This is an optimization exercise on Yosys and OpenROAD, whose aim is small area, not a production implementation. Function was checked by simulation only, so behaviour that the tests miss may differ from the original. No driver is modelled on the clock port, so clock power and skew are understated where the tree is cut down; a real chip needs a root buffer or a tree. Power is estimated from default activity; no workload was simulated.

red:
==> flow/design.v (excerpt) <==
module top (
    input  logic clk_27mhz,
    input  logic reset_n,
    output logic [3:0] keypad_cols,
    input  logic [3:0] keypad_rows,
    input  logic btn_div,
    input  logic btn_quot,
    input  logic btn_rem,
    input  logic btn_clear,
    output logic [7:0] segmentos_out,
    output logic [3:0] anodos_out
);
Size: about 0.0043 sq mm of cells after synthesis.
==> flow/config.mk <==
export PLATFORM = sky130hd
export DESIGN_NAME = top
export DESIGN_NICKNAME = top
export VERILOG_FILES = /design/flow/design.v
export SDC_FILE = /design/flow/constraint.sdc
export NUM_CORES = 4
export LEC_CHECK = 0
export CAP_MARGIN = 20
export CORE_MARGIN = 2
export CORE_UTILIZATION = 75
export SLEW_MARGIN = 20
==> flow/constraint.sdc <==
create_clock -name core_clock -period 10.0 [get_ports {clk_27mhz}]
set_input_delay 2.0000 -clock core_clock [delete_from_list [all_inputs] [get_ports {clk_27mhz}]]
set_output_delay 2.0000 -clock core_clock [all_outputs]
set_load 0.01 [all_outputs]
standard.sh (not shown) runs the stock make flow with config.mk's settings and CLKGATE_MAP_FILE= SYNTH_SCRIPT=/design/flow/synth_recipe.tcl, a recipe that flattens the netlist after the stock synthesis.
==> flow/flow/run.sh <==
#!/bin/bash
# Layout flow: the standard synthesis, its combinational logic re-mapped by
# ABC for area (eight runs, four at a time, the smallest kept; flip-flops
# untouched; the result checked equivalent to the standard netlist), then
# the standard ORFS floorplan-to-finish with small port buffers and a
# hand-built clock tree.
set -euo pipefail
HERE=$(pwd)
R=$HERE/orfs/results/$FLOW_PLATFORM/top/base
LIB=$FLOW_HOME/platforms/sky130hd/lib/sky130_fd_sc_hd__tt_025C_1v80.lib

bash standard.sh synth > log_1_synth.txt 2>&1
cp "$R/1_2_yosys.v" "$HERE/synth_std.v"

subst() {  # subst template output run-tag
  sed -e "s|@LIB@|$LIB|g" -e "s|@IN@|$HERE/synth_std.v|g" -e "s|@OUT@|$HERE/synth_area_$3.v|g" \
      -e "s|@ABC@|$HERE/flow/area$3.abc|g" -e "s|@STAT@|$HERE/synth_area_stat_$3.txt|g" \
      -e "s|@HERE@|$HERE|g" "$1" > "$2"
}
RUNS="0 1 2 3 4 5 6 7"
for batch in "0 1 2 3" "4 5 6 7"; do
  pids=()
  for k in $batch; do
    subst flow/reabc.ys "$HERE/reabc_$k.ys" $k
    yosys -s "$HERE/reabc_$k.ys" > "log_2_reabc_$k.txt" 2>&1 &
    pids+=($!)
  done
  for p in "${pids[@]}"; do wait "$p" || true; done
done
best=""; besta=""
for k in $RUNS; do
  a=$(grep "Chip area for module" "$HERE/synth_area_stat_$k.txt" 2>/dev/null | awk '{print $NF}' || true)
  [ -n "$a" ] || continue
  echo "run $k: $a" >> reabc_areas.txt
  if [ -z "$besta" ] || awk "BEGIN{exit !($a < $besta)}"; then best=$k; besta=$a; fi
done
ok=0
if [ -n "$best" ]; then
  cp "$HERE/synth_area_$best.v" "$HERE/synth_area.v"
  sed -e "s|@LIB@|$LIB|g" -e "s|@OUT@|$HERE/synth_area.v|g" flow/check.ys > "$HERE/check.ys"
  sed -e "s|@LIB@|$LIB|g" -e "s|@HERE@|$HERE|g" flow/equiv.ys > "$HERE/equiv.ys"
  if yosys -s "$HERE/check.ys" > log_3_check.txt 2>&1 &&
     python3 flow/cutff.py "$HERE/synth_std.v" "$HERE/cut_std.v" 2> log_4_cut.txt &&
     python3 flow/cutff.py "$HERE/synth_area.v" "$HERE/cut_area.v" 2>> log_4_cut.txt &&
     yosys -s "$HERE/equiv.ys" > log_5_equiv.txt 2>&1; then
    ok=1
  fi
fi
if [ $ok = 1 ]; then
  echo "using the re-mapped netlist of run $best ($besta um2)" > netlist_choice.txt
  cp "$HERE/synth_area.v" "$R/1_2_yosys.v"
  rm -f "$R/1_synth.odb" "$R/1_synth.sdc"
else
  echo "re-mapping failed; using the standard netlist" > netlist_choice.txt
fi

# Placement with small port buffers, then a clock tree of four buffers
# driven by the clock port (one per cluster of flip-flops), then the rest.
bash standard.sh "BUFFER_PORTS_ARGS=-buffer_cell sky130_fd_sc_hd__buf_1" place > log_6_place.txt 2>&1
IN_ODB=$R/3_place.odb IN_SDC=$R/3_place.sdc OUT_ODB=$R/4_1_cts.odb OUT_SDC=$R/4_cts.sdc \
  NB=4 BUF=sky130_fd_sc_hd__clkbuf_16 openroad -no_init -exit flow/mcts.tcl > log_7_cts.txt 2>&1
bash standard.sh "BUFFER_PORTS_ARGS=-buffer_cell sky130_fd_sc_hd__buf_1" finish > log_8_finish.txt 2>&1
==> flow/flow/area0.abc <==
strash
&get -n
&deepsyn -T 20 -S 0
&put
dch -f
amap
topo
strash
dch -f
amap
==> flow/flow/area1.abc <==
strash
&get -n
&deepsyn -T 20 -S 1
&put
dch -f
amap
topo
strash
dch -f
amap
==> flow/flow/area2.abc <==
strash
&get -n
&deepsyn -T 20 -S 2
&put
dch -f
amap
topo
strash
dch -f
amap
==> flow/flow/area3.abc <==
strash
&get -n
&deepsyn -T 20 -S 3
&put
dch -f
amap
topo
strash
dch -f
amap
==> flow/flow/area4.abc <==
strash
&get -n
&deepsyn -T 20 -S 4
&put
dch -f
amap
topo
strash
dch -f
amap
==> flow/flow/area5.abc <==
strash
&get -n
&deepsyn -T 20 -S 5
&put
dch -f
amap
topo
strash
dch -f
amap
==> flow/flow/area6.abc <==
strash
&get -n
&deepsyn -T 20 -S 6
&put
dch -f
amap
topo
strash
dch -f
amap
==> flow/flow/area7.abc <==
strash
&get -n
&deepsyn -T 20 -S 7
&put
dch -f
amap
topo
strash
dch -f
amap
Other scripts of this flow, unchanged in this note and not shown: flow/flow/check.ys, flow/flow/cutff.py, flow/flow/equiv.ys, flow/flow/mcts.tcl, flow/flow/reabc.ys
For blue, these inputs were changed with respect to red:
Settings: swapping 75 for 80 in CORE_UTILIZATION.
-- flow/flow/area0.abc --
<<< red, line 9
dch -f
amap
>>> blue, line 9
dch -f
amap
topo
strash
dch -f
amap
-- flow/flow/area1.abc --
<<< red, line 9
dch -f
amap
>>> blue, line 9
dch -f
amap
topo
strash
dch -f
amap
-- flow/flow/area2.abc --
<<< red, line 9
dch -f
amap
>>> blue, line 9
dch -f
amap
topo
strash
dch -f
amap
-- flow/flow/area3.abc --
<<< red, line 9
dch -f
amap
>>> blue, line 9
dch -f
amap
topo
strash
dch -f
amap
-- flow/flow/area4.abc --
<<< red, line 9
dch -f
amap
>>> blue, line 9
dch -f
amap
topo
strash
dch -f
amap
-- flow/flow/area5.abc --
<<< red, line 9
dch -f
amap
>>> blue, line 9
dch -f
amap
topo
strash
dch -f
amap
-- flow/flow/area6.abc --
<<< red, line 9
dch -f
amap
>>> blue, line 9
dch -f
amap
topo
strash
dch -f
amap
-- flow/flow/area7.abc --
<<< red, line 9
dch -f
amap
>>> blue, line 9
dch -f
amap
topo
strash
dch -f
amap
Findings:
- Diff red -> blue | combinational power | up by a few percent
- Highest achievable clock rate: blue < red
- Delta (blue minus red): antenna cell count was more or less identical; cell count after synthesis went up by 12; area of the multi-input gates went up by 0.85%.
- From red to blue the numbers moved as follows: post-layout minimum cycle time now sits higher; worst setup slack after layout now sits lower.
In every run of this note, the design's own scripts or RTL, not TritonCTS, make the clock network.

## port drivers added, routing unchanged
The flow's constraints put no driver on any port. The routed layouts listed below were extracted and timed again, unchanged, in two steps.
Step 1 assumes that a clkbuf_16 drives the clock port and a buf_2 every other input.
Step 2 adds t to the input delays and takes it off the output delays; t is the mean of the earliest and latest rising clock arrival at the registers after step 1. Input paths then give back, and output paths get back, about the clock's delay inside the block.
Slacks: ideal ports / drivers / drivers and shift; pairs: ideal ports / drivers.
run | shift t [ns] | setup slack, ns | hold slack, ns | slew at the worst register clock pin (ns) | pins driven straight from the clock port
red | 0.230 | 4.863 / 4.789 / 4.886 | 0.348 / 0.348 / 0.348 | 0.10 / 0.10 | 4
blue | 0.233 | 4.706 / 4.630 / 4.863 | 0.360 / 0.360 / 0.360 | 0.10 / 0.10 | 4
After both steps setup and hold are still met in every run listed.
